Background: an optimization exercise with open tools, aiming at small area and a short achievable clock period. Do not read the settings as production practice.
RTL that was checked went through simulation tests only; none was proved equivalent to the original.
No functional check of the RTL was part of runs 3 to 6.
No run shown here takes its clock network from TritonCTS; it comes from the design's own scripts or RTL.
The clock port is modelled as an ideal driver, which makes a skipped or thinned clock tree look cheaper than it is; a real chip needs a root buffer or a tree.
Power is estimated from default activity; no workload was simulated.

**flow/flow/downsize.tcl**
```tcl
# Sourced as PRE_FLOORPLAN_TCL. Synthesis maps some cells at a larger drive
# than their loads need; this sets every logic cell (not buffers, clock
# cells, taps or ties) to the smallest size of its family, and leaves the
# later repair steps to size up the cells that timing needs.
proc ds_run {} {
  set db [ord::get_db]
  set block [ord::get_db_block]
  array set best {}
  array set best_area {}
  array set best_drive {}
  foreach lib [$db getLibs] {
    foreach m [$lib getMasters] {
      set n [$m getName]
      if {![regexp {^(sky130_fd_sc_hd__[a-z0-9]+)_([0-9]+)$} $n -> base drive]} { continue }
      set a [expr {[$m getWidth] * [$m getHeight]}]
      if {![info exists best($base)] || $a < $best_area($base)
          || ($a == $best_area($base) && $drive > $best_drive($base))} {
        set best($base) $n
        set best_area($base) $a
        set best_drive($base) $drive
      }
    }
  }
  set skip {^sky130_fd_sc_hd__(buf|bufbuf|bufinv|clkbuf|clkdlybuf4s[0-9]+|clkinv|clkinvlp|dlygate4sd[0-9]+|dlymetal6s[0-9]+s|dlyb|tapvpwrvgnd|tap|fill|decap|diode|conb)$}
  set count 0
  foreach inst [$block getInsts] {
    set n [[$inst getMaster] getName]
    if {![regexp {^(sky130_fd_sc_hd__[a-z0-9]+)_([0-9]+)$} $n -> base drive]} { continue }
    if {[regexp $skip $base]} { continue }
    if {![info exists best($base)] || $best($base) eq $n} { continue }
    replace_cell [$inst getName] $best($base)
    incr count
  }
  puts "downsize: $count cells set to their smallest size"
}
ds_run
```
**flow/standard.sh**
```bash
#!/bin/bash
# synth_recipe.tcl (not shown) runs the flow's synth.tcl, then flattens the netlist and writes it again
# the make line also repeats each setting of config.mk as NAME=value (left out here)
make -C /OpenROAD-flow-scripts/flow DESIGN_CONFIG=/design/flow/config.mk WORK_HOME=/design/flow/orfs CLKGATE_MAP_FILE= SYNTH_SCRIPT=/design/flow/synth_recipe.tcl "${@:-finish}"
```
**flow/constraint.sdc**
```tcl
create_clock -name core_clock -period 7.0 [get_ports {PCLK}]
set_input_delay 1.4000 -clock core_clock [delete_from_list [all_inputs] [get_ports {PCLK}]]
set_output_delay 1.4000 -clock core_clock [all_outputs]
set_load 0.01 [all_outputs]
```
**flow/config.mk**
```make
export PLATFORM = sky130hd
export DESIGN_NAME = apb_top
export DESIGN_NICKNAME = apb_top
export VERILOG_FILES = /design/flow/design.v
export SDC_FILE = /design/flow/constraint.sdc
export NUM_CORES = 8
export LEC_CHECK = 0
export CAP_MARGIN = 40
export CORE_MARGIN = 2
export CORE_UTILIZATION = 60
export PLACE_DENSITY = 0.7
export SETUP_SLACK_MARGIN = 4.6
export SLEW_MARGIN = 85
export SYNTH_HIERARCHICAL = 1
```
**flow/flow/run.sh**
```bash
#!/bin/bash
# The standard layout (standard.sh) with hooks into its steps:
#   flow/downsize.tcl (PRE_FLOORPLAN_TCL) sets logic cells to their
#     smallest size; the floorplan's repair_timing and the later repair
#     steps size up what timing needs.
#   flow/clock_tree.tcl (PRE_CTS_TCL) builds a two-level clock tree in place
#     of TritonCTS.
#   The port buffers are buf_2 cells (BUFFER_PORTS_ARGS).
# The make output goes to standard.log here; ORFS keeps each step's own log
# under orfs/logs/.
set -euo pipefail
export PRE_FLOORPLAN_TCL="$PWD/flow/downsize.tcl"
export PRE_CTS_TCL="$PWD/flow/clock_tree.tcl"
export BUFFER_PORTS_ARGS="-buffer_cell sky130_fd_sc_hd__buf_2"
bash standard.sh > standard.log 2>&1
```
**flow/design.v**
```verilog
module apb_master (
  input PCLK,
  input PRESETn,
  input transfer,
  input read_write,
  input  [7:0] write_addr,
  input  [7:0] write_data,
  input  [7:0] read_addr,
  output [63:0] ins,         
  output [7:0] wdata,        
  output [63:0] lo_n,        
  output reg [7:0] hi,       
  input  [7:0] rdata,
  output reg [7:0] read_data_out
);
  reg st1, st2, st3;         
  reg wr1, wr2, wr3;         
  reg wm;                    
  reg wm4;                   
  reg [15:0] ins_h;          
  reg [3:0]  ins_l_n;        
  reg rd1, rd2;              
  reg [2:0] cnt;             
  reg [7:0] addr;
  reg vis;                   
  reg [7:0] wbyte;
  reg wpol;                  
  reg [7:0] rhold;           
  reg rpol;                  
  reg [7:0] rshadow;
  wire idle  = ~(st1 | st2 | st3);
  wire start = idle & transfer;
  wire [7:0] addr_d  = idle ? (read_write ? write_addr : read_addr) : addr;
  always @(posedge PCLK or negedge PRESETn) begin
    if (!PRESETn) begin
      st1 <= 1'b0; st2 <= 1'b0; st3 <= 1'b0;
      wr1 <= 1'b0; wr2 <= 1'b0; wr3 <= 1'b0;
      wm  <= 1'b0;
      rd1 <= 1'b0; rd2 <= 1'b0;
    end else begin
      st1 <= start;
      st2 <= st1;
      st3 <= st2;
      wr1 <= start & read_write;
      wr2 <= wr1;
      wr3 <= wr2;
      wm  <= ((start & read_write) | wr1 | wr2) & (addr_d[1:0] == ~cnt[1:0]);
      rd1 <= start & ~read_write;
      rd2 <= rd1;
    end
  end
  wire wnow = wm | wm4;
  wire [15:0] ins_h_n = ~({16{wnow}} & ins_h);
  genvar c, g;
  generate
    for (g = 0; g < 64; g = g + 1) begin : g_ins
      assign ins[g] = ~(ins_h_n[g / 4] | ins_l_n[g % 4]);
    end
  endgenerate
  wire [7:0]  raddr_d = idle ? read_addr : addr;
  wire [15:0] lo_dec_n;
  wire        vis_d;
  apb_rdec u_rdec (.a(raddr_d[4:0]), .cnt(cnt[1:0]), .lo_n(lo_dec_n), .vis(vis_d));
  wire [2:0] x_now  = {1'b0, addr[1:0]} + cnt + 3'd7;
  wire [2:0] x_next = {1'b0, addr_d[1:0]} + cnt;
  assign wdata = wbyte ^ {8{wpol}};
  wire [7:0] rbyte = rhold ^ {8{rpol}};
  generate
    for (c = 0; c < 4; c = c + 1) begin : g_lo
      apb_lo_reg u_lo (.PCLK(PCLK), .d(lo_dec_n), .q_n(lo_n[16*c +: 16]));
    end
  endgenerate
  wire take1 = rd1 & vis;    
  wire take2 = rd2 & vis;    
  always @(posedge PCLK) begin
    cnt   <= cnt + 3'd1;
    wm4   <= wr3 & (addr[1:0] == ~cnt[1:0]);
    wpol  <= x_next[2];
    ins_h <= 16'h1 << addr_d[7:4];
    ins_l_n <= ~(4'h1 << addr_d[3:2]);
    addr  <= addr_d;
    if (idle)
      wbyte <= write_data;
    hi    <= 8'h1 << raddr_d[7:5];
    vis   <= vis_d;
    if (take1 | take2) begin
      rhold <= rdata;
      rpol  <= x_now[2];
    end
    rshadow <= rbyte;
    read_data_out <= rd2 ? rshadow : rbyte;
  end
endmodule
module apb_lo_reg (
  input PCLK,
  input [15:0] d,
  output reg [15:0] q_n
);
  always @(posedge PCLK)
    q_n <= d;
endmodule
module apb_rdec (
  input  [4:0]  a,
  input  [1:0]  cnt,
  output [15:0] lo_n,
  output        vis
);
  wire p1 = a[1] ^ cnt[1] ^ (a[0] & cnt[0]);
  assign vis  = ~(a[0] ^ cnt[0]);
  assign lo_n = ~(16'h1 << {a[4:2], p1});
endmodule
module apb_slave (
  input PCLK,
  input [63:0] ins,
  input [7:0]  wdata,
  input [63:0] lo_n,         
  input [7:0]  hi,
  output [7:0] rdata
);
  reg [2047:0] mem;
  genvar h, b, k, i;
  generate
    for (k = 0; k < 64; k = k + 1) begin : g_ring
      wire [7:0] d0;
      for (b = 0; b < 8; b = b + 1) begin : g_in
        rd_mux2i u_in (.a0(mem[(4*k+3)*8+b]), .a1(wdata[b]), .s(ins[k]), .y(d0[b]));
      end
      always @(posedge PCLK) begin
        mem[(4*k+0)*8 +: 8] <= d0;
        mem[(4*k+1)*8 +: 8] <= mem[(4*k+0)*8 +: 8];
        mem[(4*k+2)*8 +: 8] <= mem[(4*k+1)*8 +: 8];
        mem[(4*k+3)*8 +: 8] <= mem[(4*k+2)*8 +: 8];
      end
    end
    for (b = 0; b < 8; b = b + 1) begin : g_b
      wire [7:0] z;
      for (h = 0; h < 8; h = h + 1) begin : g_grp
        wire [7:0] t;
        wire [3:0] u;
        for (i = 0; i < 8; i = i + 1) begin : g_t
          rd_oai22 u_t (.a1(mem[(4*(8*h+i)+0)*8+b]), .a2(lo_n[16*(h/2)+2*i]),
                        .b1(mem[(4*(8*h+i)+2)*8+b]), .b2(lo_n[16*(h/2)+2*i+1]), .y(t[i]));
        end
        for (i = 0; i < 4; i = i + 1) begin : g_u
          rd_nor2 u_u (.a(t[2*i]), .b(t[2*i+1]), .y(u[i]));
        end
        rd_nand4 u_z (.a(u[0]), .b(u[1]), .c(u[2]), .d(u[3]), .y(z[h]));
      end
      wire [3:0] v;
      for (i = 0; i < 4; i = i + 1) begin : g_v
        rd_aoi22 u_v (.a1(z[2*i]), .a2(hi[2*i]), .b1(z[2*i+1]), .b2(hi[2*i+1]), .y(v[i]));
      end
      rd_and4 u_r (.a(v[0]), .b(v[1]), .c(v[2]), .d(v[3]), .y(rdata[b]));
    end
  endgenerate
endmodule
module rd_mux2i (input a0, input a1, input s, output y);
  assign y = ~(s ? a1 : a0);
endmodule
module rd_nor2 (input a, input b, output y);
  assign y = ~(a | b);
endmodule
module rd_nand4 (input a, input b, input c, input d, output y);
  assign y = ~(a & b & c & d);
endmodule
module rd_and4 (input a, input b, input c, input d, output y);
  assign y = a & b & c & d;
endmodule
module rd_oai22 (input a1, input a2, input b1, input b2, output y);
  assign y = ~((a1 | a2) & (b1 | b2));
endmodule
module rd_aoi22 (input a1, input a2, input b1, input b2, output y);
  assign y = ~((a1 & a2) | (b1 & b2));
endmodule
module apb_top (
 input PCLK,
 input PRESETn,
 input transfer,
 input read_write,
 input  [7:0] write_addr,
 input  [7:0] write_data,
 input  [7:0] read_addr,
 output [7:0] read_data_out
);
 wire [63:0] ins;
 wire [7:0]  wdata;
 wire [63:0] lo_n;
 wire [7:0]  hi;
 wire [7:0]  rdata;
    apb_master master (
     .PCLK(PCLK), .PRESETn(PRESETn), .transfer(transfer), .read_write(read_write),
     .write_addr(write_addr), .write_data(write_data), .read_addr(read_addr),
     .ins(ins), .wdata(wdata), .lo_n(lo_n), .hi(hi),
     .rdata(rdata), .read_data_out(read_data_out)
    );
    apb_slave slave (
     .PCLK(PCLK), .ins(ins), .wdata(wdata), .lo_n(lo_n), .hi(hi), .rdata(rdata)
    );
endmodule
```
**flow/flow/clock_tree.tcl**
```tcl
# Builds a two-level clock tree in place of TritonCTS: the clock port drives
# four root buffers, each root drives the leaf buffers of one quadrant, and
# each leaf buffer drives one cluster of about CLK_LEAF_SIZE flip-flops.
# Sourced as PRE_CTS_TCL; it then turns clock_tree_synthesis into a no-op so
# the rest of the standard CTS step (legalisation, repair) runs unchanged.

set ::ctree_leaf_cell [expr {[info exists ::env(CLK_LEAF_CELL)] ? $::env(CLK_LEAF_CELL) : "sky130_fd_sc_hd__clkbuf_16"}]
set ::ctree_root_cell [expr {[info exists ::env(CLK_ROOT_CELL)] ? $::env(CLK_ROOT_CELL) : "sky130_fd_sc_hd__buf_16"}]
set ::ctree_leaf_size [expr {[info exists ::env(CLK_LEAF_SIZE)] ? $::env(CLK_LEAF_SIZE) : 26}]

proc ctree_build {} {
  global ctree_leaf_cell ctree_root_cell ctree_leaf_size
  set block [ord::get_db_block]
  set clk_port_net [$block findNet PCLK]
  set db [ord::get_db]
  set rmaster [$db findMaster $ctree_root_cell]
  set lmaster [$db findMaster $ctree_leaf_cell]
  set sinks {}
  foreach it [$clk_port_net getITerms] {
    set inst [$it getInst]
    set bb [$inst getBBox]
    set x [expr {([$bb xMin] + [$bb xMax]) / 2}]
    set y [expr {([$bb yMin] + [$bb yMax]) / 2}]
    lappend sinks [list [$inst getName] [[$it getMTerm] getName] $x $y]
  }
  set n [llength $sinks]
  set nleaf [expr {max(4, int(round(double($n) / $ctree_leaf_size)))}]
  # columns x rows close to square, with an even number of each
  set cols [expr {max(2, 2 * int(round(sqrt($nleaf) / 2.0)))}]
  set rows [expr {max(2, 2 * int(round(double($nleaf) / $cols / 2.0)))}]
  puts "ctree: $n sinks, $cols x $rows leaf clusters"

  # split into columns of equal count by x, then each column into rows by y
  set byx [lsort -integer -index 2 $sinks]
  set leaves {}
  for {set c 0} {$c < $cols} {incr c} {
    set lo [expr {$c * $n / $cols}]
    set hi [expr {($c + 1) * $n / $cols - 1}]
    set col [lsort -integer -index 3 [lrange $byx $lo $hi]]
    set m [llength $col]
    for {set r 0} {$r < $rows} {incr r} {
      set l2 [expr {$r * $m / $rows}]
      set h2 [expr {($r + 1) * $m / $rows - 1}]
      lappend leaves [list $c $r [lrange $col $l2 $h2]]
    }
  }

  # quadrants: left/right half of the columns, lower/upper half of the rows
  set leaf_idx 0
  foreach q {0 1 2 3} {
    set qc [expr {$q % 2}]
    set qr [expr {$q / 2}]
    set rname "ctree_root_$q"
    set rnet "ctree_rnet_$q"
    set rinst [odb::dbInst_create $block $rmaster $rname]
    set rn [odb::dbNet_create $block $rnet]
    $rn setSigType CLOCK
    [$rinst findITerm X] connect $rn
    [$rinst findITerm A] connect $clk_port_net
    set sx 0; set sy 0; set k 0
    foreach leaf $leaves {
      lassign $leaf c r members
      if {($c >= $cols / 2) != $qc || ($r >= $rows / 2) != $qr} { continue }
      set lname "ctree_leaf_$leaf_idx"
      set lnet "ctree_lnet_$leaf_idx"
      incr leaf_idx
      set linst [odb::dbInst_create $block $lmaster $lname]
      set ln [odb::dbNet_create $block $lnet]
      $ln setSigType CLOCK
      [$linst findITerm X] connect $ln
      [$linst findITerm A] connect $rn
      set lx 0; set ly 0
      foreach s $members {
        lassign $s iname pname x y
        set it [[$block findInst $iname] findITerm $pname]
        $it disconnect
        $it connect $ln
        incr lx $x; incr ly $y
      }
      set lx [expr {$lx / [llength $members]}]
      set ly [expr {$ly / [llength $members]}]
      ctree_place $lname $lx $ly
      incr sx $lx; incr sy $ly; incr k
    }
    ctree_place $rname [expr {$sx / $k}] [expr {$sy / $k}]
  }
  puts "ctree: $leaf_idx leaf buffers, 4 root buffers"
}

proc ctree_place {name x y} {
  set block [ord::get_db_block]
  set inst [$block findInst $name]
  set m [$inst getMaster]
  set x [expr {$x - [$m getWidth] / 2}]
  set y [expr {$y - [$m getHeight] / 2}]
  $inst setLocation $x $y
  $inst setPlacementStatus PLACED
}

ctree_build
set_propagated_clock [all_clocks]
rename ::clock_tree_synthesis ctree_unused_cts
proc ::clock_tree_synthesis {args} { puts "ctree: clock tree already built" }
```
==> results.sh, run 1 <==
export IMPL_ys_flop_type="dfxtp_1"
export IMPL_synth_enable_flop_cells=17
export IMPL_routed_wl_um=134000
export IMPL_core_um2=92900
export IMPL_fin_skew_ns=0.0176
export IMPL_final_net_count=4281
export IMPL_start_util_pct=60.3
export IMPL_ys_seq_area_share_pct=78.6
export IMPL_grt_max_degree=29
export IMPL_synth_async_reset_ratio_pct=0.410
export IMPL_crit_family="buffers and inverters"
export IMPL_crit_fanout=7
export IMPL_mostFrequentLayoutCells="dfxtp_1, mux2i_1, o22ai_1"
export IMPL_status="timing/DRC/antenna clean"
export IMPL_fp_dieW_um=310
export IMPL_synth_seq_cells=2196
export IMPL_synth_cell_type_count=43
export IMPL_pin_count=36
export IMPL_regArea_um2=44500
export IMPL_ys_area_um2=56200
export IMPL_cp_num_buf_inv=3
export IMPL_critical_path_class="reg2reg"
export IMPL_antenna_found_initial=13
export IMPL_drive_above_1_share_pct=21.5
export IMPL_port_buffers=35
export IMPL_grt_total_usage_pct=27.2
export IMPL_slew_headroom_pct=81.0
export IMPL_power_density_nw_per_um2=359
export IMPL_clk_pin_slew_ns=0.10
export IMPL_viasPerCell=5.62
export IMPL_cp_end_kind="register"
export IMPL_hold_path_class="reg2reg"
export IMPL_globalRouteOverflowTotal=0
export IMPL_multiInputGateArea_um2=14000
export IMPL_drc=0
export IMPL_synth_cells=3863
export IMPL_wire_per_inst_um=24.3
export IMPL_period_minus_slack_ns=2.36
export IMPL_path_cells="buf_4 > buf_4 > o22ai_1 > nor2_1 > nand4_1 > a22oi_2 > clkdlybuf4s50_1 > and4_1"
export IMPL_grt_pass1_wl_um=197000
export IMPL_clock_latency_ns=0.52
export IMPL_max_stage_delay_ns=0.52
export IMPL_fp_dieH_um=310
export IMPL_crit_slowest_cell="clkdlybuf4s50_1"
export IMPL_max_slew_worst_pin_slew_ns=0.285
export IMPL_rsz0062_at_grt="false"
export IMPL_gp_congestion=0.835
export IMPL_final_common_cell="dfxtp_1"
export IMPL_core_rowCount=112
export IMPL_fmax_mhz=423
export IMPL_maxSlewViolCount=0
export IMPL_finalCritPeriodShare_pct=33.8
export IMPL_vias=30930
export IMPL_dieArea_um2=95800
export IMPL_p_leak_nw=24.1
export IMPL_synth_nets=3898
export IMPL_grt_pass1_vias=30542
export IMPL_drt_initial_drc_count=2878
export IMPL_postCtsHoldBufs=0
export IMPL_dp_hpwl_um=94300
export IMPL_dr_pass1_iters=7
export IMPL_crit_top_cell="buf_4"
export IMPL_final_fill_count=6174
export IMPL_fin_setup_tns_ns=0
export IMPL_yosysWarnings=9
export IMPL_finalSetupViolCount=0
export IMPL_route_antenna_remaining_nets=0
export IMPL_start_kind="register"
export IMPL_cp_arrival_ns=2.75
export IMPL_finalHoldViolCount=0
export IMPL_ir_drop_mv=0.285
export IMPL_drv_cap=0
export IMPL_crit_required_ns=7.39
export IMPL_utilization_pct=69.9
==> synth_stat cells (7+ instances only) <==
cell	instances	area (µm²)
dfrtp_1	9	225
mux2i_1	521	5220
o21ai_0	8	40.0
and4_1	8	70.1
nor2_1	278	1040
xor2_1	17	149
or3_1	7	43.8
o22ai_1	512	3200
nand4_1	72	450
mux2_2	10	113
and2_1	65	407
clkbuf_1	11	41.3
nor2b_1	9	56.3
o31ai_1	16	120
a22oi_2	32	400
ha_1	7	87.6
nand2_1	24	90.1
nand3_1	17	85.1
inv_1	10	37.5
dfxtp_1	2170	43400
edfxtp_1	17	510
==> area by class of cell <==
type                    count  share of cell area (%)
multi-input cells        1637                    21.6
plain buffers              84                    3.25
flip-flops and latches   2196                    68.5
repair inverters            1                  0.0135
inverters                  10                  0.0771
repair buffers            316                    4.15
diodes                      7                  0.0270
well taps                1254                    2.42
==> where the power goes <==
part	switching, mW	total [mW]	internal, mW	leakage, nW
sequential	0.567	13.9	13.3	18.4
clock	3.42	5.58	2.16	1.04
combinational	2.44	3.88	1.44	4.64
==> metrics by stage <==
stage	setup slack [ns]	total power, mW	hold WS (ns)	area, µm²	std cells
floorplan	3.78	15.3	0.310	56100	3863
global placement	4.00	16.7	0.310	58000	5146
detailed placement	3.75	17.8	0.312	62300	5395
CTS	4.61	23.2	0.328	64500	5481
global route	4.60	24.0	0.334	64900	5500
finish	4.64	23.3	0.321	64900	5505
==> metal layers <==
layer / track usage (%) / part of all wire [%] / vias to the layer above
li1: - / - / 14410
met1: 40.7 / 47 / 15421
met2: 43.1 / 45 / 884
met3: 2.50 / 5.6 / 205
met4: 6.11 / 2.8 / 10
met5: 0 / 0.049 / -
==> kinds of logic after synthesis <==
logic type                 after synthesis  share of synthesized area [%]
xor gates and xnor gates                22                          0.399
DFF                                   2196                           78.6
muxes                                  532                           9.51
buffers and inverters                   30                          0.249
AOI/OAI and AO/OA                      586                           6.94
and+or+nand+nor                        490                           4.12
adders and majority gates                7                          0.156
==> final timing paths <==
path / from / endpoint / slack, ns / cells after the start
worst max register to register: master.g_lo[1].u_lo.q_n[11]$_DFF_P_ / master.rhold[7]$_DFFE_PP_ / 4.64 / 8
worst min-delay path: slave.mem[783]$_DFF_P_ / slave.mem[791]$_DFF_P_ / 0.32 / 0
min in group asynchronous: PRESETn / master.rd1$_DFF_PN0_ / 0.70 / 1
max in group asynchronous: PRESETn / master.rd2$_DFF_PN0_ / 6.13 / 1
worst min register to register: slave.mem[783]$_DFF_P_ / slave.mem[791]$_DFF_P_ / 0.32 / 0
worst max-delay path: master.g_lo[1].u_lo.q_n[11]$_DFF_P_ / master.rhold[7]$_DFFE_PP_ / 4.64 / 8
==> repair_timing <==
item | 4_1_cts | 5_1_grt
pin swaps | 3 | 2
setup endpoints to repair | 32 | 49
cloned | 0 | 1
resized for setup | 6 | 13
buffers inserted | 2 | 3
==> sequential cells by signal (all words and copies together), names as in the netlist, 3 cells and up <==
register,flops
master.addr,8
master.cnt,3
master.g_lo.u_lo.q_n,64
master.hi,8
master.ins_h,16
master.ins_l_n,4
master.read_data_out,8
master.rhold,8
master.rshadow,8
master.wbyte,8
slave.mem,2048
==> worst reg2reg max path: stages, from the launching register on <==
cell and delay (ns):
dfxtp_4 0.43, buf_4 0.19, buf_4 0.18, o22ai_1 0.09, nor2_1 0.19, nand4_1 0.24
a22oi_2 0.22, clkdlybuf4s50_1 0.52, and4_1 0.17
==> modules after synthesis, one instance, submodules excluded, excerpt <==
module / flops+latches / times used
rd_nand4: 0 / 64
rd_oai22: 0 / 512
apb_rdec: 0 / 1
rd_and4: 0 / 8
apb_slave: 2048 / 1
rd_nor2: 0 / 256
rd_aoi22: 0 / 32
rd_mux2i: 0 / 512
apb_master: 84 / 1
apb_lo_reg: 16 / 4
==> inputs of run 2 (changes only) <==
--- a/flow/config.mk
+++ b/flow/config.mk
@@ -10,5 +10,5 @@
 export CORE_UTILIZATION = 60
 export PLACE_DENSITY = 0.7
 export SETUP_SLACK_MARGIN = 4.6
-export SLEW_MARGIN = 85
+export SLEW_MARGIN = 70
 export SYNTH_HIERARCHICAL = 1
==> results.sh, run 2 <==
export IMPL_power_frac_seq_pct=63.7
export IMPL_routed_wl_um=128000
export IMPL_crit_required_ns=5.60
export IMPL_grt_pass1_vias=28338
export IMPL_power_density_nw_per_um2=365
export IMPL_rr_endpoint="master.g_lo[3].u_lo.q_n[2]$_DFF_P_"
export IMPL_final_fill_count=6649
export IMPL_mostFrequentLayoutCells="dfxtp_1, mux2i_1, o22ai_1"
export IMPL_postCtsHoldBufs=0
export IMPL_drc=0
export IMPL_antenna_found_initial=17
export IMPL_synth_nets=3898
export IMPL_startpoint="master.read_data_out[5]$_DFF_P_"
export IMPL_synth_most_common_cell="dfxtp_1"
export IMPL_status="timing/DRC/antenna clean"
export IMPL_reg2reg_from="master.st2$_DFF_PN0_"
export IMPL_rsz0062_at_grt="false"
export IMPL_synth_fa_ha_area_share_pct=0.156
export IMPL_cp_depth=1
export IMPL_fp_dieW_um=310
export IMPL_core_rowCount=112
export IMPL_multiInputGateArea_um2=12100
export IMPL_drv_cap=0
export IMPL_slew_headroom_pct=69.2
export IMPL_cp_num_buf_inv=1
export IMPL_viasPerCell=5.63
export IMPL_ff2ff_setup_slack_ns=4.68
export IMPL_yosysTopAreaCellShare_pct=77.3
export IMPL_synth_top_family_by_area="multiplexers"
export IMPL_dp_hpwl_um=84000
export IMPL_fmax_mhz=426
export IMPL_cp_end_kind="output port"
export IMPL_ys_flop_type="dfxtp_1"
export IMPL_finalSetupViolCount=0
export IMPL_globalRouteOverflowTotal=0
export IMPL_r2r_cells=7
export IMPL_path_cells="buf_2"
export IMPL_pwr_share_comb_pct=11.5
export IMPL_crit_fanout=1
export IMPL_start_util_pct=60.3
export IMPL_power_total_mw=22.3
export IMPL_crit_end="read_data_out[5]"
export IMPL_yosys_area_share_simple_pct=4.12
export IMPL_synth_cells=3863
export IMPL_synth_enable_flop_cells=17
export IMPL_finalCritPeriodShare_pct=33.6
export IMPL_clk_pin_slew_ns=0.10
export IMPL_place_ws_ns=4.22
export IMPL_drt_initial_drc_count=2863
export IMPL_ys_area_um2=56200
export IMPL_yosysWarnings=9
export IMPL_hold_path_class="reg2reg"
export IMPL_crit_family="flip-flops"
export IMPL_core_um2=92900
export IMPL_internal_power_mw=16.3
export IMPL_port_buffers=35
export IMPL_ys_seq_area_share_pct=78.6
export IMPL_max_slew_worst_pin_slew_ns=0.462
export IMPL_p_leak_nw=22.5
export IMPL_regArea_um2=44400
export IMPL_final_net_count=4061
export IMPL_fp_dieH_um=310
export IMPL_finalHoldViolCount=0
export IMPL_crit_slowest_cell="dfxtp_2"
export IMPL_largest_reg_flops=2048
export IMPL_maxSlewViolCount=0
export IMPL_pin_count=36
export IMPL_switchingPower_mw=5.95
export IMPL_synth_xor_area_share_pct=0.399
export IMPL_place_area_um2=58900
export IMPL_synth_common_cells="dfxtp_1, mux2i_1, o22ai_1, nor2_1, nand4_1"
export IMPL_drive_above_1_share_pct=9.32
export IMPL_largest_register="slave.mem"
export IMPL_synth_cell_type_count=43
export IMPL_p_sw_share_pct=26.7
export IMPL_critical_path_class="reg2out"
export IMPL_design_area_um2=61100
export IMPL_grt_total_usage_pct=26.1
export IMPL_fin_setup_tns_ns=0
export IMPL_period_minus_slack_ns=2.35
export IMPL_route_antenna_remaining_nets=0
export IMPL_grt_pass1_wl_um=188000
export IMPL_synth_seq_cells=2196
export IMPL_worst_slack_ns=4.65
export IMPL_dieArea_um2=95800
export IMPL_synthMuxAreaShare_pct=9.51
export IMPL_post_cts_buffers=0
export IMPL_synth_area_leaders="dfxtp_1, mux2i_1, o22ai_1, nor2_1, edfxtp_1"
export IMPL_synth_compound_area_share_pct=6.94
export IMPL_synth_async_reset_ratio_pct=0.410
export IMPL_reg_top3="slave.mem: 2048 flops, master.g_lo.u_lo.q_n: 64 flops, master.ins_h: 16 flops"
export IMPL_clkPwrFrac_pct=24.9
export IMPL_fin_skew_ns=0.0268
export IMPL_final_common_cell="dfxtp_1"
export IMPL_wire_per_inst_um=24.3
export IMPL_clock_latency_ns=0.53
export IMPL_start_kind="register"
export IMPL_ir_drop_mv=0.286
export IMPL_grt_max_degree=43
export IMPL_synth_top_area_cell="dfxtp_1"
export IMPL_vias=29733
export IMPL_max_stage_delay_ns=0.32
export IMPL_dr_pass1_iters=6
export IMPL_cp_arrival_ns=0.95
export IMPL_gp_congestion=0.835
## run 2: cell counts after synthesis
Identical to the previous run, type by type.
## run 2: per-module statistics from Yosys (local to each module, per instance), excerpt
module / flip-flops and latches / area, µm² / cells inside / copies in the design
rd_nor2: 0 / 3.75 / 1 / 256
rd_aoi22: 0 / 12.5 / 1 / 32
apb_rdec: 0 / 201 / 30 / 1
apb_lo_reg: 16 / 320 / 16 / 4
rd_nand4: 0 / 6.26 / 1 / 64
rd_and4: 0 / 8.76 / 1 / 8
## run 2: power groups by stage
| stage | registers, mW | logic, mW | clock network (mW) |
|---|---|---|---|
| floorplan | 14.0 | 1.30 | 0 |
| global placement | 14.4 | 2.32 | 0 |
| finish | 14.2 | 2.56 | 5.54 |
| CTS | 14.2 | 2.52 | 5.60 |
| detailed placement | 14.4 | 2.51 | 0 |
| global route | 14.3 | 2.68 | 6.02 |
## run 2: kinds of logic after synthesis
kind of cell | Yosys count
flops | 2196
fa+ha+maj | 7
simple gates | 490
compound gates | 586
buf+inv | 30
xor+xnor | 22
mux | 532
## run 2: worst reg2reg max path, cell delays in order, from the launching register on
cell and delay (ns):
dfrtp_1 0.41, or3_4 0.47, inv_4 0.25, nand2_4 0.08
nand2_2 0.09, ha_4 0.14, xor3_2 0.34, or3_4 0.42
## run 2: worst min-delay path by stage
| stage | from | to | slack [ns] | depth (start not counted) |
|---|---|---|---|---|
| after floorplan | slave.mem[1000]$_DFF_P_ | slave.mem[1008]$_DFF_P_ | 0.31 | 0 |
| after CTS | slave.mem[783]$_DFF_P_ | slave.mem[791]$_DFF_P_ | 0.33 | 0 |
| after global routing | slave.mem[783]$_DFF_P_ | slave.mem[791]$_DFF_P_ | 0.34 | 0 |
| final | slave.mem[783]$_DFF_P_ | slave.mem[791]$_DFF_P_ | 0.32 | 0 |
| after detailed placement | slave.mem[1322]$_DFF_P_ | slave.mem[1330]$_DFF_P_ | 0.31 | 0 |
| after global placement | slave.mem[1998]$_DFF_P_ | slave.mem[2006]$_DFF_P_ | 0.31 | 0 |
## run 2: metrics by stage
stage               utilization, %  hold WS (ns)  instances
finish                        65.8         0.322       5281
global route                  65.8         0.337       5280
CTS                           65.7         0.328       5275
detailed placement            63.4         0.312       5191
global placement              62.4         0.310       5146
floorplan                        -         0.310       3863
## run 2: repair_timing
item | in CTS | in global routing
gates cloned | 0 | 0
setup endpoints to repair | 8 | 9
gates resized for setup | 1 | 2
## run 2: per-layer routing
metal | vias up | track usage (%) | wire length, µm
li1 | 13985 | - | -
met1 | 14774 | 39.8 | 61900
met2 | 793 | 40.3 | 56300
met3 | 167 | 3.12 | 7020
met4 | 14 | 5.16 | 2840
met5 | - | 0 | 93
## run 2: layout make-up
type	count	area share [%]
Antenna cell	3	0.0123
Buffer	84	3.46
Inverter	10	0.0655
Multi-Input combinational cell	1637	19.8
Sequential cell	2196	72.7
Tap cell	1254	2.57
Timing Repair Buffer	97	1.42
==> inputs of run 3 (changes only) <==
--- a/flow/design.v
+++ b/flow/design.v
@@ -14,6 +14,7 @@
   output reg [7:0] read_data_out
 );
   reg st1, st2, st3;         
+  reg idle;                  
   reg wr1, wr2, wr3;         
   reg wm;                    
   reg wm4;                   
@@ -28,12 +29,12 @@
   reg [7:0] rhold;           
   reg rpol;                  
   reg [7:0] rshadow;
-  wire idle  = ~(st1 | st2 | st3);
   wire start = idle & transfer;
   wire [7:0] addr_d  = idle ? (read_write ? write_addr : read_addr) : addr;
   always @(posedge PCLK or negedge PRESETn) begin
     if (!PRESETn) begin
       st1 <= 1'b0; st2 <= 1'b0; st3 <= 1'b0;
+      idle <= 1'b1;
       wr1 <= 1'b0; wr2 <= 1'b0; wr3 <= 1'b0;
       wm  <= 1'b0;
       rd1 <= 1'b0; rd2 <= 1'b0;
@@ -41,6 +42,7 @@
       st1 <= start;
       st2 <= st1;
       st3 <= st2;
+      idle <= ~(start | st1 | st2);
       wr1 <= start & read_write;
       wr2 <= wr1;
       wr3 <= wr2;
@@ -57,10 +59,13 @@
       assign ins[g] = ~(ins_h_n[g / 4] | ins_l_n[g % 4]);
     end
   endgenerate
-  wire [7:0]  raddr_d = idle ? read_addr : addr;
-  wire [15:0] lo_dec_n;
-  wire        vis_d;
-  apb_rdec u_rdec (.a(raddr_d[4:0]), .cnt(cnt[1:0]), .lo_n(lo_dec_n), .vis(vis_d));
+  wire [15:0] lo_in_n, lo_held_n;
+  wire        vis_in, vis_held;
+  apb_rdec u_rdec_in (.a(read_addr[4:0]), .cnt(cnt[1:0]), .lo_n(lo_in_n), .vis(vis_in));
+  apb_rdec u_rdec_held (.a(addr[4:0]), .cnt(cnt[1:0]), .lo_n(lo_held_n), .vis(vis_held));
+  wire [15:0] lo_dec_n = idle ? lo_in_n : lo_held_n;
+  wire        vis_d    = idle ? vis_in : vis_held;
+  wire [2:0]  hi_a     = idle ? read_addr[7:5] : addr[7:5];
   wire [2:0] x_now  = {1'b0, addr[1:0]} + cnt + 3'd7;
   wire [2:0] x_next = {1'b0, addr_d[1:0]} + cnt;
   assign wdata = wbyte ^ {8{wpol}};
@@ -81,7 +86,7 @@
     addr  <= addr_d;
     if (idle)
       wbyte <= write_data;
-    hi    <= 8'h1 << raddr_d[7:5];
+    hi    <= 8'h1 << hi_a;
     vis   <= vis_d;
     if (take1 | take2) begin
       rhold <= rdata;
--- a/flow/config.mk
+++ b/flow/config.mk
@@ -10,5 +10,5 @@
 export CORE_UTILIZATION = 60
 export PLACE_DENSITY = 0.7
 export SETUP_SLACK_MARGIN = 4.6
-export SLEW_MARGIN = 70
+export SLEW_MARGIN = 60
 export SYNTH_HIERARCHICAL = 1
==> results.sh, run 3 <==
export IMPL_yosysTopAreaCellShare_pct=77.2
export IMPL_routed_wl_um=127000
export IMPL_fp_dieW_um=310
export IMPL_hold_path_class="reg2reg"
export IMPL_synth_most_common_cell="dfxtp_1"
export IMPL_fin_skew_ns=0.0262
export IMPL_largest_reg_flops=2048
export IMPL_crit_fanout=8
export IMPL_period_minus_slack_ns=2.37
export IMPL_worstHoldStart="slave.mem[1615]$_DFF_P_"
export IMPL_reg2reg_from="master.g_lo[2].u_lo.q_n[10]$_DFF_P_"
export IMPL_clkPwrFrac_pct=24.5
export IMPL_start_util_pct=60.3
export IMPL_route_antenna_remaining_nets=0
export IMPL_min_path_cells=0
export IMPL_pwr_share_comb_pct=11.3
export IMPL_synth_top_area_cell="dfxtp_1"
export IMPL_ys_seq_area_share_pct=78.5
export IMPL_place_area_um2=58400
export IMPL_dp_hpwl_um=80800
export IMPL_internal_power_mw=16.7
export IMPL_clock_latency_ns=0.53
export IMPL_globalRouteOverflowTotal=0
export IMPL_start_kind="input pin"
export IMPL_finalHoldViolCount=0
export IMPL_grt_total_usage_pct=25.8
export IMPL_clk_pin_slew_ns=0.10
export IMPL_multiInputGateArea_um2=12000
export IMPL_final_fill_count=6851
export IMPL_max_slew_worst_pin_slew_ns=0.591
export IMPL_max_stage_delay_ns=0.38
export IMPL_synth_async_reset_ratio_pct=0.410
export IMPL_critical_path_class="in2reg"
export IMPL_cp_end_kind="register"
export IMPL_fmax_mhz=422
export IMPL_status="timing/DRC/antenna clean"
export IMPL_cp_num_buf_inv=1
export IMPL_synth_enable_flop_cells=17
export IMPL_utilization_pct=65.1
export IMPL_drt_initial_drc_count=2374
export IMPL_ys_flop_type="dfxtp_1"
export IMPL_slew_headroom_pct=60.6
export IMPL_fin_setup_tns_ns=0
export IMPL_gp_congestion=0.816
export IMPL_vias=29545
export IMPL_grt_pass1_vias=28825
export IMPL_final_net_count=4031
export IMPL_finalSetupViolCount=0
export IMPL_dieArea_um2=96000
export IMPL_design_area_um2=60600
export IMPL_crit_slowest_cell="or3_1"
export IMPL_port_buffers=35
export IMPL_rsz0062_at_grt="false"
export IMPL_synth_seq_cells=2196
export IMPL_final_common_cell="dfxtp_1"
export IMPL_drive_above_1_share_pct=8.16
export IMPL_p_sw_share_pct=26.5
export IMPL_place_ws_ns=4.13
export IMPL_p_leak_nw=22.4
export IMPL_wire_per_inst_um=24.2
export IMPL_power_density_nw_per_um2=375
export IMPL_r2r_cells=5
export IMPL_post_cts_buffers=0
export IMPL_synth_cells=3857
export IMPL_grt_pass1_wl_um=187000
export IMPL_synth_nets=3892
export IMPL_grt_max_degree=53
export IMPL_yosysWarnings=9
export IMPL_drv_cap=0
export IMPL_pin_count=36
export IMPL_largest_register="slave.mem"
export IMPL_core_rowCount=112
export IMPL_postCtsHoldBufs=0
export IMPL_core_um2=93000
export IMPL_synth_cell_type_count=45
export IMPL_power_frac_seq_pct=64.2
export IMPL_ff2ff_setup_slack_ns=4.64
export IMPL_ir_drop_mv=0.263
export IMPL_finalCritPeriodShare_pct=33.8
export IMPL_dr_pass1_iters=5
export IMPL_regArea_um2=44300
export IMPL_synth_common_cells="dfxtp_1, mux2i_1, o22ai_1, nor2_1, nand4_1"
export IMPL_synth_area_leaders="dfxtp_1, mux2i_1, o22ai_1, nor2_1, edfxtp_1"
export IMPL_maxSlewViolCount=0
export IMPL_path_cells="buf_2 > ha_4 > xor3_2 > or3_1 > mux2_4"
export IMPL_viasPerCell=5.63
export IMPL_cp_arrival_ns=2.77
export IMPL_switchingPower_mw=6.02
export IMPL_rr_endpoint="master.rhold[4]$_DFFE_PP_"
export IMPL_reg_top3="slave.mem: 2048 flops, master.g_lo.u_lo.q_n: 64 flops, master.ins_h: 16 flops"
export IMPL_hold_path_end="slave.mem[1623]$_DFF_P_"
export IMPL_crit_required_ns=7.40
export IMPL_drc=0
export IMPL_antenna_found_initial=15
export IMPL_power_total_mw=22.7
export IMPL_worst_slack_ns=4.63
export IMPL_crit_family="simple AND/OR/NAND/NOR gates"
export IMPL_ys_area_um2=56300
export IMPL_fp_dieH_um=310
export IMPL_mostFrequentLayoutCells="dfxtp_1, mux2i_1, o22ai_1"
run 3: cell count changes after synthesis, sizes merged, moves of 8 or more:
cell | before | now
mux2 | 11 | 25
nand2 | 24 | 8
nor4 | 0 | 16
o21ai | 8 | 0
o31ai | 16 | 0
run 3: power groups by stage:
stage               Clock (mW)  Sequential [mW]  Combinational, mW
floorplan                    0             14.4               1.41
global placement             0             14.8               2.44
detailed placement           0             14.8               2.50
CTS                       5.60             14.6               2.52
global route              6.00             14.7               2.70
finish                    5.56             14.6               2.57
run 3: kinds of logic (layout without fill, tap and decap cells):
logic type,after synthesis,count (layout),share of synthesized area [%]
other cells,0,3,0
compound gates,561,561,6.61
buf+inv,35,172,0.325
fa+ha+maj,7,7,0.156
flops,2196,2196,78.5
xor+xnor,24,24,0.485
mux,545,545,9.75
simple gates,489,489,4.17
run 3: through the flow:
| step | hold WS [ns] | std cells |
|---|---|---|
| 4_1_cts | 0.325 | 5244 |
| 3_5_place_dp | 0.312 | 5160 |
| 3_3_place_gp | 0.310 | 5145 |
| 2_1_floorplan | 0.310 | 3857 |
| 6_report | 0.315 | 5251 |
| 5_1_grt | 0.320 | 5249 |
run 3: cell type report:
cell class | count | area share (%)
Sequential cell | 2196 | 73.0
Multi-Input combinational cell | 1626 | 19.8
Buffer | 84 | 3.48
Tap cell | 1254 | 2.59
Timing Repair Buffer | 76 | 0.974
Inverter | 12 | 0.0743
Antenna cell | 3 | 0.0124
run 3: how the worst max path moves through the flow:
stage / cells past startpoint / slack (ns) / endpoint / startpoint
2_1_floorplan: 3 / 3.78 / slave.mem[0]$_DFF_P_ / master.wpol$_DFF_P_
3_3_place_gp: 5 / 4.12 / master.g_lo[1].u_lo.q_n[4]$_DFF_P_ / read_addr[0]
3_5_place_dp: 5 / 4.13 / master.g_lo[0].u_lo.q_n[4]$_DFF_P_ / read_addr[0]
4_1_cts: 1 / 4.61 / read_data_out[1] / master.read_data_out[1]$_DFF_P_
5_1_grt: 1 / 4.60 / read_data_out[3] / master.read_data_out[3]$_DFF_P_
6_report: 5 / 4.63 / master.g_lo[3].u_lo.q_n[4]$_DFF_P_ / read_addr[0]
run 3: timing repair:
action                                  in CTS  in global routing
endpoints found under the hold margin        0                  0
resized for setup                            3                 13
endpoints found under the setup margin       1                 14
run 3: modules after synthesis, one instance, submodules excluded, a selection:
module,cells inside,times used,flops+latches
rd_oai22,1,512,0
apb_rdec,30,2,0
apb_master,301,1,84
rd_nor2,1,256,0
rd_nand4,1,64,0
rd_and4,1,8,0
rd_aoi22,1,32,0
apb_slave,2048,1,2048
apb_lo_reg,16,4,16
rd_mux2i,1,512,0
run 3: metal layers:
layer	vias to the layer above	part of all wire [%]	GRT usage, %
met5	-	0.054	0
met4	10	2.0	4.83
met3	166	5.1	2.86
met2	728	44	40.2
met1	14746	49	39.2
li1	13895	-	-
==> inputs of run 4 (changes only) <==
--- a/flow/config.mk
+++ b/flow/config.mk
@@ -10,5 +10,5 @@
 export CORE_UTILIZATION = 60
 export PLACE_DENSITY = 0.7
 export SETUP_SLACK_MARGIN = 4.6
-export SLEW_MARGIN = 60
+export SLEW_MARGIN = 70
 export SYNTH_HIERARCHICAL = 1
==> results.sh, run 4 <==
export IMPL_gp_congestion=0.816
export IMPL_antenna_found_initial=14
export IMPL_rsz0062_at_grt="true"
export IMPL_reg2reg_from="master.g_lo[2].u_lo.q_n[8]$_DFF_P_"
export IMPL_synth_async_reset_ratio_pct=0.410
export IMPL_synth_area_leaders="dfxtp_1, mux2i_1, o22ai_1, nor2_1, edfxtp_1"
export IMPL_synthMuxAreaShare_pct=9.75
export IMPL_largest_reg_flops=2048
export IMPL_fmax_mhz=424
export IMPL_postCtsHoldBufs=0
export IMPL_core_rowCount=112
export IMPL_synth_top_area_cell="dfxtp_1"
export IMPL_cp_end_kind="output port"
export IMPL_place_area_um2=58700
export IMPL_ff2ff_setup_slack_ns=4.76
export IMPL_largest_register="slave.mem"
export IMPL_dieArea_um2=96000
export IMPL_yosysWarnings=9
export IMPL_critical_path_class="reg2out"
export IMPL_finalSetupViolCount=0
export IMPL_path_cells="buf_6"
export IMPL_fp_dieW_um=310
export IMPL_synth_nets=3892
export IMPL_drt_initial_drc_count=2352
export IMPL_cp_arrival_ns=0.96
export IMPL_ys_seq_area_share_pct=78.5
export IMPL_cp_num_buf_inv=1
export IMPL_synth_top_family_by_area="multiplexers"
export IMPL_multiInputGateArea_um2=12100
export IMPL_grt_total_usage_pct=25.8
export IMPL_startpoint="master.read_data_out[0]$_DFF_P_"
export IMPL_grt_pass1_vias=28785
export IMPL_synth_cell_type_count=45
export IMPL_regArea_um2=44400
export IMPL_crit_family="flip-flops"
export IMPL_ys_area_um2=56300
export IMPL_final_net_count=4037
export IMPL_synth_fa_ha_area_share_pct=0.156
export IMPL_route_antenna_remaining_nets=0
export IMPL_hold_path_class="reg2reg"
export IMPL_clk_pin_slew_ns=0.10
export IMPL_crit_fanout=1
export IMPL_synth_most_common_cell="dfxtp_1"
export IMPL_max_stage_delay_ns=0.33
export IMPL_mostFrequentLayoutCells="dfxtp_1, mux2i_1, o22ai_1"
export IMPL_drv_cap=0
export IMPL_fp_dieH_um=310
export IMPL_wire_per_inst_um=24.1
export IMPL_crit_end="read_data_out[0]"
export IMPL_start_kind="register"
export IMPL_vias=29620
export IMPL_final_fill_count=6840
export IMPL_period_minus_slack_ns=2.36
export IMPL_pin_count=36
export IMPL_crit_slowest_cell="dfxtp_2"
export IMPL_final_common_cell="dfxtp_1"
export IMPL_design_area_um2=61000
export IMPL_fin_setup_tns_ns=0
export IMPL_finalHoldViolCount=0
export IMPL_synth_enable_flop_cells=17
export IMPL_rr_endpoint="master.rhold[6]$_DFFE_PP_"
export IMPL_power_total_mw=22.8
export IMPL_synth_compound_area_share_pct=6.61
export IMPL_synth_xor_area_share_pct=0.485
export IMPL_yosysTopAreaCellShare_pct=77.2
export IMPL_drc=0
export IMPL_max_slew_worst_pin_slew_ns=0.457
export IMPL_maxSlewViolCount=0
export IMPL_slew_headroom_pct=69.4
export IMPL_finalCritPeriodShare_pct=33.7
export IMPL_grt_pass1_wl_um=187000
export IMPL_p_leak_nw=22.5
export IMPL_yosys_area_share_simple_pct=4.17
export IMPL_fin_skew_ns=0.0176
export IMPL_r2r_cells=5
export IMPL_status="timing/DRC/antenna clean"
export IMPL_dp_hpwl_um=82100
export IMPL_routed_wl_um=127000
export IMPL_reg_top3="slave.mem: 2048 flops, master.g_lo.u_lo.q_n: 64 flops, master.ins_h: 16 flops"
export IMPL_core_um2=93000
export IMPL_globalRouteOverflowTotal=0
export IMPL_crit_required_ns=5.60
export IMPL_ir_drop_mv=0.251
export IMPL_synth_seq_cells=2196
export IMPL_start_util_pct=60.3
export IMPL_cp_depth=1
export IMPL_drive_above_1_share_pct=9.30
export IMPL_viasPerCell=5.63
export IMPL_synth_cells=3857
export IMPL_ys_flop_type="dfxtp_1"
export IMPL_clock_latency_ns=0.52
export IMPL_whs_ns=0.328
export IMPL_power_density_nw_per_um2=374
export IMPL_synth_common_cells="dfxtp_1, mux2i_1, o22ai_1, nor2_1, nand4_1"
export IMPL_grt_max_degree=43
export IMPL_dr_pass1_iters=6
export IMPL_port_buffers=35
[run 4: worst min path at each step]
stage | from | endpoint | slack, ns | cells after the start
final | slave.mem[1165]$_DFF_P_ | slave.mem[1173]$_DFF_P_ | 0.33 | 0
after global routing | slave.mem[1166]$_DFF_P_ | slave.mem[1174]$_DFF_P_ | 0.33 | 0
after CTS | slave.mem[301]$_DFF_P_ | slave.mem[309]$_DFF_P_ | 0.33 | 0
after detailed placement | slave.mem[1261]$_DFF_P_ | slave.mem[1269]$_DFF_P_ | 0.31 | 0
after global placement | slave.mem[491]$_DFF_P_ | slave.mem[499]$_DFF_P_ | 0.31 | 0
after floorplan | slave.mem[1000]$_DFF_P_ | slave.mem[1008]$_DFF_P_ | 0.31 | 0
[run 4: kinds of logic (layout without fill, tap and decap cells)]
group	after synthesis	in the layout
adders and majority gates	7	7
other	0	5
buffers and inverters	35	178
DFF	2196	2196
AOI/OAI and AO/OA	561	561
and+or+nand+nor	489	489
muxes	545	545
xor gates and xnor gates	24	24
[run 4: cell type report]
type	count	share of cell area, %
Buffer	84	3.46
Timing Repair Buffer	82	1.23
Multi-Input combinational cell	1626	19.9
Antenna cell	5	0.0205
Inverter	12	0.0739
Sequential cell	2196	72.8
Tap cell	1254	2.57
[run 4: per-layer routing]
metal / routed length, µm / share of wire, % / global-route usage (%) / vias to the layer above
met3: 6370 / 5.0 / 2.80 / 158
met2: 56000 / 44 / 40.2 / 681
met1: 62100 / 49 / 39.6 / 14834
met5: 70 / 0.055 / 0 / -
li1: - / - / - / 13937
met4: 2410 / 1.9 / 4.49 / 10
[run 4: worst reg2reg max path: cells and delay by family, from the launching register on]
kind               cells  cell delay [ns]
DFF                    1             0.60
and+or+nand+nor        3             0.86
AOI/OAI and AO/OA      2             0.64
[run 4: modules after synthesis (local to each module, per instance), a selection]
module / cells inside / times used
apb_master: 301 / 1
rd_nand4: 1 / 64
rd_nor2: 1 / 256
apb_lo_reg: 16 / 4
rd_mux2i: 1 / 512
rd_aoi22: 1 / 32
apb_rdec: 30 / 2
rd_and4: 1 / 8
apb_slave: 2048 / 1
rd_oai22: 1 / 512
[run 4: metrics by stage]
step,worst slack (ns),instances,util (%)
2_1_floorplan,3.78,3857,-
3_3_place_gp,4.12,5145,62.4
3_5_place_dp,4.12,5168,63.1
4_1_cts,4.60,5252,65.4
5_1_grt,4.60,5254,65.5
6_report,4.64,5259,65.5
[run 4: timing repair]
action	4_1_cts	5_1_grt
setup endpoints to repair	1	17
setup buffers	0	0
gates resized for setup	1	15
cloned	0	0
[run 4: where the power goes]
group / internal [mW] / leakage [nW] / switching [mW]
clock network: 2.15 / 1.04 / 3.40
registers: 13.7 / 18.4 / 0.939
logic: 0.933 / 3.07 / 1.71
total: 16.7 / 22.5 / 6.05
==> inputs of run 5 (changes only) <==
--- a/flow/design.v
+++ b/flow/design.v
@@ -18,8 +18,6 @@
   reg wr1, wr2, wr3;         
   reg wm;                    
   reg wm4;                   
-  reg [15:0] ins_h;          
-  reg [3:0]  ins_l_n;        
   reg rd1, rd2;              
   reg [2:0] cnt;             
   reg [7:0] addr;
@@ -52,7 +50,8 @@
     end
   end
   wire wnow = wm | wm4;
-  wire [15:0] ins_h_n = ~({16{wnow}} & ins_h);
+  wire [15:0] ins_h_n = ~({15'h0, wnow} << addr[7:4]);
+  wire [3:0]  ins_l_n = ~(4'h1 << addr[3:2]);
   genvar c, g;
   generate
     for (g = 0; g < 64; g = g + 1) begin : g_ins
@@ -81,8 +80,6 @@
     cnt   <= cnt + 3'd1;
     wm4   <= wr3 & (addr[1:0] == ~cnt[1:0]);
     wpol  <= x_next[2];
-    ins_h <= 16'h1 << addr_d[7:4];
-    ins_l_n <= ~(4'h1 << addr_d[3:2]);
     addr  <= addr_d;
     if (idle)
       wbyte <= write_data;
==> results.sh, run 5 <==
export IMPL_globalRouteOverflowTotal=0
export IMPL_switchingPower_mw=5.41
export IMPL_synth_enable_flop_cells=23
export IMPL_start_util_pct=60.7
export IMPL_finalSetupViolCount=0
export IMPL_core_um2=91800
export IMPL_crit_fanout=1
export IMPL_startpoint="master.read_data_out[2]$_DFF_P_"
export IMPL_ir_drop_mv=0.271
export IMPL_final_common_cell="dfxtp_1"
export IMPL_crit_family="flip-flops"
export IMPL_fp_dieH_um=309
export IMPL_utilization_pct=66.9
export IMPL_final_fill_count=6491
export IMPL_synth_async_reset_ratio_pct=0.414
export IMPL_cp_depth=1
export IMPL_max_slew_worst_pin_slew_ns=0.454
export IMPL_grt_pass1_vias=29307
export IMPL_critical_path_class="reg2out"
export IMPL_routed_wl_um=129000
export IMPL_synth_most_common_cell="dfxtp_1"
export IMPL_gp_congestion=0.851
export IMPL_yosysWarnings=9
export IMPL_drive_above_1_share_pct=11.1
export IMPL_fin_skew_ns=0.0254
export IMPL_period_minus_slack_ns=2.35
export IMPL_crit_required_ns=5.60
export IMPL_power_frac_seq_pct=64.2
export IMPL_cp_end_kind="output port"
export IMPL_cp_num_buf_inv=1
export IMPL_viasPerCell=5.62
export IMPL_synth_common_cells="dfxtp_1, mux2i_1, o22ai_1, nor2_1, nand4_1"
export IMPL_ys_seq_area_share_pct=78.3
export IMPL_p_leak_nw=22.6
export IMPL_finalHoldViolCount=0
export IMPL_synth_cell_type_count=40
export IMPL_grt_max_degree=39
export IMPL_ff2ff_setup_slack_ns=4.70
export IMPL_dpl_cell_count=5193
export IMPL_route_antenna_remaining_nets=0
export IMPL_fmax_mhz=425
export IMPL_drv_cap=0
export IMPL_p_sw_share_pct=25.2
export IMPL_vias=29761
export IMPL_grt_pass1_wl_um=190000
export IMPL_grt_total_usage_pct=26.4
export IMPL_pwr_share_comb_pct=10.0
export IMPL_r2r_cells=7
export IMPL_final_net_count=4081
export IMPL_maxSlewViolCount=0
export IMPL_yosysTopAreaCellShare_pct=76.7
export IMPL_power_density_nw_per_um2=349
export IMPL_dp_hpwl_um=82800
export IMPL_largest_reg_flops=2048
export IMPL_drc=0
export IMPL_worstHoldStart="slave.mem[1294]$_DFF_P_"
export IMPL_fin_setup_tns_ns=0
export IMPL_postCtsHoldBufs=0
export IMPL_hold_path_class="reg2reg"
export IMPL_crit_slowest_cell="dfxtp_2"
export IMPL_dr_pass1_iters=5
export IMPL_ys_flop_type="dfxtp_1"
export IMPL_reg2reg_from="master.g_lo[0].u_lo.q_n[14]$_DFF_P_"
export IMPL_synth_seq_cells=2176
export IMPL_ys_area_um2=56000
export IMPL_final_cells=5293
export IMPL_port_buffers=35
export IMPL_reg_top3="slave.mem: 2048 flops, master.g_lo.u_lo.q_n: 64 flops"
export IMPL_status="timing/DRC/antenna clean"
export IMPL_antenna_found_initial=11
export IMPL_clk_pin_slew_ns=0.10
export IMPL_synth_area_leaders="dfxtp_1, mux2i_1, o22ai_1, nor2_1, edfxtp_1"
export IMPL_synth_nets=3858
export IMPL_fp_dieW_um=309
export IMPL_dieArea_um2=95300
export IMPL_clock_latency_ns=0.53
export IMPL_pin_count=36
export IMPL_min_path_cells=0
export IMPL_whs_ns=0.328
export IMPL_largest_register="slave.mem"
export IMPL_rr_endpoint="master.rhold[3]$_DFFE_PP_"
export IMPL_synth_cells=3823
export IMPL_hold_path_end="slave.mem[1302]$_DFF_P_"
export IMPL_start_kind="register"
export IMPL_max_stage_delay_ns=0.33
export IMPL_wire_per_inst_um=24.3
export IMPL_finalCritPeriodShare_pct=33.6
export IMPL_drt_initial_drc_count=2360
export IMPL_cp_arrival_ns=0.95
export IMPL_core_rowCount=111
export IMPL_internal_power_mw=16.0
export IMPL_synth_top_area_cell="dfxtp_1"
export IMPL_slew_headroom_pct=69.7
export IMPL_path_cells="buf_6"
export IMPL_clkPwrFrac_pct=25.8
export IMPL_rsz0062_at_grt="true"
export IMPL_mostFrequentLayoutCells="dfxtp_1, mux2i_1, o22ai_1"
run 5: cell types whose count changed after synthesis, sizes merged, moves of 7 or more:
cell,change
nor4,+32
buf,+14
nor2,-19
nor3,+16
and2,-64
dfxtp,-26
mux2,+7
run 5: routing by layer:
layer  routed length (µm)  vias to the layer above  global-route usage (%)
met3                 6270                      147                    2.74
li1                     -                    14047                       -
met1                62500                    14855                    40.2
met5                   27                        -                       0
met4                 2700                        4                    5.43
met2                57000                      708                    41.1
run 5: cell type report:
type / instances / area, µm² / share of cell area (%)
multi-input combinational: 1602 / 12300 / 20.0
antenna: 6 / 15.0 / 0.0244
tap: 1243 / 1560 / 2.53
buffer: 84 / 2110 / 3.44
timing repair buffer: 176 / 1400 / 2.28
sequential: 2176 / 44000 / 71.7
inverter: 6 / 22.5 / 0.0367
run 5: how the worst max path moves through the flow:
stage | to | slack, ns
6_report | read_data_out[2] | 4.65
5_1_grt | read_data_out[1] | 4.59
4_1_cts | slave.mem[355]$_DFF_P_ | 4.62
3_5_place_dp | master.g_lo[1].u_lo.q_n[3]$_DFF_P_ | 4.17
3_3_place_gp | master.rhold[4]$_DFFE_PP_ | 4.13
2_1_floorplan | master.g_lo[0].u_lo.q_n[5]$_DFF_P_ | 4.44
run 5: modules after synthesis, one instance, submodules excluded, a selection:
module / cell area, µm² / flops+latches
rd_aoi22: 12.5 / 0
apb_rdec: 201 / 0
rd_nor2: 3.75 / 0
rd_mux2i: 10.0 / 0
apb_master: 3120 / 64
apb_slave: 41000 / 2048
apb_lo_reg: 320 / 16
rd_and4: 8.76 / 0
rd_nand4: 6.26 / 0
rd_oai22: 6.26 / 0
run 5: repair_timing:
action / 4_1_cts / 5_1_grt
setup buffers: 2 / 3
pin swaps: 0 / 1
gates resized for setup: 1 / 5
endpoints found under the setup margin: 3 / 10
run 5: stage by stage:
| stage | total power [mW] | worst slack, ns | area, µm² |
|---|---|---|---|
| 2_1_floorplan | 14.8 | 4.44 | 56000 |
| 3_3_place_gp | 15.9 | 4.13 | 58300 |
| 3_5_place_dp | 16.1 | 4.17 | 59200 |
| 4_1_cts | 21.4 | 4.62 | 61300 |
| 5_1_grt | 22.1 | 4.59 | 61400 |
| 6_report | 21.4 | 4.65 | 61400 |
run 5: cell families after synthesis:
logic type	after synthesis	share of synthesized area, %
flip-flops	2176	78.3
AO/OA/AOI/OAI	558	6.58
multiplexers	547	9.86
AND/OR/NAND/NOR	466	4.14
buffers and inverters	45	0.440
XOR/XNOR	24	0.487
adder cells (fa/ha/maj)	7	0.156
run 5: power groups by stage:
| stage | registers, mW | clock network, mW | logic (mW) |
|---|---|---|---|
| CTS | 13.8 | 5.58 | 2.08 |
| detailed placement | 14.0 | 0 | 2.06 |
| global placement | 14.0 | 0 | 1.89 |
| floorplan | 13.7 | 0 | 1.08 |
| global route | 13.8 | 6.03 | 2.23 |
| finish | 13.8 | 5.52 | 2.14 |
==> inputs of run 6 (changes only) <==
--- a/flow/design.v
+++ b/flow/design.v
@@ -8,7 +8,7 @@
   input  [7:0] read_addr,
   output [63:0] ins,         
   output [7:0] wdata,        
-  output [63:0] lo_n,        
+  output [31:0] lo_n,        
   output reg [7:0] hi,       
   input  [7:0] rdata,
   output reg [7:0] read_data_out
@@ -70,7 +70,7 @@
   assign wdata = wbyte ^ {8{wpol}};
   wire [7:0] rbyte = rhold ^ {8{rpol}};
   generate
-    for (c = 0; c < 4; c = c + 1) begin : g_lo
+    for (c = 0; c < 2; c = c + 1) begin : g_lo
       apb_lo_reg u_lo (.PCLK(PCLK), .d(lo_dec_n), .q_n(lo_n[16*c +: 16]));
     end
   endgenerate
@@ -115,7 +115,7 @@
   input PCLK,
   input [63:0] ins,
   input [7:0]  wdata,
-  input [63:0] lo_n,         
+  input [31:0] lo_n,         
   input [7:0]  hi,
   output [7:0] rdata
 );
@@ -140,8 +140,8 @@
         wire [7:0] t;
         wire [3:0] u;
         for (i = 0; i < 8; i = i + 1) begin : g_t
-          rd_oai22 u_t (.a1(mem[(4*(8*h+i)+0)*8+b]), .a2(lo_n[16*(h/2)+2*i]),
-                        .b1(mem[(4*(8*h+i)+2)*8+b]), .b2(lo_n[16*(h/2)+2*i+1]), .y(t[i]));
+          rd_oai22 u_t (.a1(mem[(4*(8*h+i)+0)*8+b]), .a2(lo_n[16*(h/4)+2*i]),
+                        .b1(mem[(4*(8*h+i)+2)*8+b]), .b2(lo_n[16*(h/4)+2*i+1]), .y(t[i]));
         end
         for (i = 0; i < 4; i = i + 1) begin : g_u
           rd_nor2 u_u (.a(t[2*i]), .b(t[2*i+1]), .y(u[i]));
@@ -186,7 +186,7 @@
 );
  wire [63:0] ins;
  wire [7:0]  wdata;
- wire [63:0] lo_n;
+ wire [31:0] lo_n;
  wire [7:0]  hi;
  wire [7:0]  rdata;
     apb_master master (
==> results.sh, run 6 <==
export IMPL_status="timing/DRC/antenna clean"
export IMPL_drive_above_1_share_pct=11.3
export IMPL_critical_path_class="reg2out"
export IMPL_max_stage_delay_ns=0.33
export IMPL_drv_cap=0
export IMPL_drc=0
export IMPL_grt_pass1_vias=29208
export IMPL_vias=30007
export IMPL_synth_cells=3791
export IMPL_synth_area_leaders="dfxtp_1, mux2i_1, o22ai_1, nor2_1, edfxtp_1"
export IMPL_start_util_pct=60.4
export IMPL_finalHoldViolCount=0
export IMPL_final_fill_count=6341
export IMPL_synth_async_reset_ratio_pct=0.420
export IMPL_final_common_cell="dfxtp_1"
export IMPL_design_area_um2=61700
export IMPL_slew_headroom_pct=66.9
export IMPL_crit_required_ns=5.60
export IMPL_fin_setup_tns_ns=0
export IMPL_ir_drop_mv=0.334
export IMPL_maxSlewViolCount=0
export IMPL_pin_count=36
export IMPL_synth_cell_type_count=40
export IMPL_fp_dieH_um=307
export IMPL_dieArea_um2=94200
export IMPL_hold_path_class="reg2reg"
export IMPL_grt_max_degree=35
export IMPL_ys_seq_area_share_pct=78.1
export IMPL_clk_pin_slew_ns=0.10
export IMPL_yosysTopAreaCellShare_pct=76.4
export IMPL_synth_common_cells="dfxtp_1, mux2i_1, o22ai_1, nor2_1, nand4_1"
export IMPL_port_buffers=35
export IMPL_startpoint="master.read_data_out[5]$_DFF_P_"
export IMPL_gp_congestion=0.840
export IMPL_largest_register="slave.mem"
export IMPL_synth_nets=3826
export IMPL_dpl_cell_count=5140
export IMPL_core_um2=91200
export IMPL_cp_end_kind="output port"
export IMPL_whs_ns=0.327
export IMPL_postCtsHoldBufs=0
export IMPL_synth_most_common_cell="dfxtp_1"
export IMPL_fp_dieW_um=307
export IMPL_ys_flop_type="dfxtp_1"
export IMPL_yosysWarnings=9
export IMPL_p_leak_nw=22.9
export IMPL_clock_latency_ns=0.52
export IMPL_worstHoldStart="slave.mem[202]$_DFF_P_"
export IMPL_finalCritPeriodShare_pct=33.6
export IMPL_reg2reg_from="master.g_lo[0].u_lo.q_n[7]$_DFF_P_"
export IMPL_cp_arrival_ns=0.95
export IMPL_cp_num_buf_inv=1
export IMPL_synth_seq_cells=2144
export IMPL_fmax_mhz=425
export IMPL_largest_reg_flops=2048
export IMPL_finalSetupViolCount=0
export IMPL_period_minus_slack_ns=2.35
export IMPL_viasPerCell=5.73
export IMPL_power_density_nw_per_um2=347
export IMPL_routed_wl_um=125000
export IMPL_crit_family="flip-flops"
export IMPL_synth_enable_flop_cells=23
export IMPL_crit_slowest_cell="dfxtp_2"
export IMPL_route_antenna_remaining_nets=0
export IMPL_path_cells="buf_6"
export IMPL_synth_top_area_cell="dfxtp_1"
export IMPL_grt_pass1_wl_um=186000
export IMPL_core_rowCount=111
export IMPL_reg_top3="slave.mem: 2048 flops, master.g_lo.u_lo.q_n: 32 flops"
export IMPL_wire_per_inst_um=23.9
export IMPL_mostFrequentLayoutCells="dfxtp_1, mux2i_1, o22ai_1"
export IMPL_ys_area_um2=55300
export IMPL_grt_total_usage_pct=26.0
export IMPL_start_kind="register"
export IMPL_globalRouteOverflowTotal=0
export IMPL_crit_fanout=1
export IMPL_rsz0062_at_grt="true"
export IMPL_max_slew_worst_pin_slew_ns=0.494
export IMPL_dp_hpwl_um=81700
export IMPL_antenna_found_initial=4
export IMPL_drt_initial_drc_count=2727
export IMPL_final_cells=5237
export IMPL_fin_skew_ns=0.0256
export IMPL_final_net_count=4087
export IMPL_dr_pass1_iters=5
export IMPL_place_area_um2=59500
[run 6: changes by cell type after synthesis]
cell / before / now
dfxtp_1: 2144 / 2112
[run 6: cell families after synthesis]
| family | Yosys count | share of synthesized area, % |
|---|---|---|
| AND/OR/NAND/NOR | 466 | 4.19 |
| buffers and inverters | 45 | 0.446 |
| multiplexers | 547 | 9.97 |
| AO/OA/AOI/OAI | 558 | 6.66 |
| flip-flops | 2144 | 78.1 |
| adder cells (fa/ha/maj) | 7 | 0.158 |
| XOR/XNOR | 24 | 0.493 |
[run 6: metal layers]
metal  track usage, %  vias to the layer above  routed length (µm)
li1                 -                    13993                   -
met1             41.5                    14961               62700
met2             36.6                      922               50700
met3             5.09                      131                9330
met4             5.16                        0                2510
met5                0                        -                   0
[run 6: power breakdown]
part	leakage, nW	switching (mW)	internal (mW)
clock network	1.04	3.33	2.15
registers	18.0	0.423	12.9
logic	3.89	1.70	0.853
[run 6: Yosys stat by module, one instance, submodules excluded, a selection]
module | flops+latches | copies in the design
apb_slave | 2048 | 1
apb_master | 64 | 1
apb_lo_reg | 16 | 2
apb_rdec | 0 | 2
rd_aoi22 | 0 | 32
rd_mux2i | 0 | 512
rd_and4 | 0 | 8
rd_nand4 | 0 | 64
rd_oai22 | 0 | 512
rd_nor2 | 0 | 256
[run 6: final timing paths]
kind                                             end  slack (ns)  cells past startpoint
min                           slave.mem[210]$_DFF_P_        0.33                      0
min in group asynchronous       master.st2$_DFF_PN0_        0.72                      1
max                                 read_data_out[5]        4.65                      1
min reg2reg                   slave.mem[210]$_DFF_P_        0.33                      0
max in group asynchronous      master.idle$_DFF_PN1_        6.02                      1
max reg2reg                master.rhold[1]$_DFFE_PP_        4.66                      8
[run 6: metrics by stage]
stage	setup slack [ns]	utilization [%]	power (mW)
floorplan	4.40	-	14.6
global placement	4.20	63.2	15.7
detailed placement	4.19	65.2	16.1
CTS	4.62	67.5	21.4
global route	4.60	67.7	22.1
finish	4.65	67.7	21.4
[run 6: final cells by class]
class	count	area [µm²]	area share, %
flip-flops and latches	2144	43300	70.1
inverters	6	22.5	0.0365
plain buffers	84	2110	3.42
multi-input cells	1602	12400	20.1
repair buffers	214	2410	3.91
diodes	1	2.50	0.00405
well taps	1186	1480	2.40
[run 6: what timing repair did]
| action | CTS | global route |
|---|---|---|
| buffers inserted | 5 | 2 |
| gates resized for setup | 2 | 3 |
| setup endpoints to repair | 16 | 11 |
| pin swaps | 0 | 2 |

## afterwards: timing with drivers on the ports
The results above use ideal ports. As a check the final layouts listed here were re-extracted and re-timed, cells and wires unchanged.
Step 1 sets driving cells, clkbuf_16 on the clock port and buf_2 on the other inputs (assumed; they add their load-dependent delay and slew).
Step 2 adds t to the input delays and takes it off the output delays; t is the mean of the earliest and latest rising clock arrival at the registers after step 1. Input paths then give back, and output paths get back, about the clock's delay inside the block.
Slacks: ideal / step 1 / step 2; pairs: ideal / step 1.
| run | t, ns | setup WS [ns] | hold WS [ns] | worst setup path after step 2 | worst slew at a driven data input, ns |
|---|---|---|---|---|---|
| run 1 | 0.678 | 4.635 / 4.480 / 4.051 | 0.321 / 0.321 / 0.321 | input to register | 0.16 |
| run 2 | 0.676 | 4.650 / 4.486 / 4.156 | 0.322 / 0.322 / 0.322 | input to register | 0.16 |
| run 3 | 0.674 | 4.632 / 4.476 / 4.074 | 0.315 / 0.315 / 0.315 | input to register | 0.17 |
| run 4 | 0.678 | 4.640 / 4.475 / 4.092 | 0.328 / 0.328 / 0.328 | input to register | 0.16 |
| run 5 | 0.678 | 4.649 / 4.485 / 4.056 | 0.328 / 0.328 / 0.328 | input to register | 0.14 |
| run 6 | 0.672 | 4.649 / 4.487 / 4.134 | 0.327 / 0.327 / 0.327 | input to register | 0.13 |
After both steps setup and hold are still met in every run listed. For run 5, which loses most, drivers alone change the setup slack by -0.164 ns; drivers and shift together by -0.593 ns.
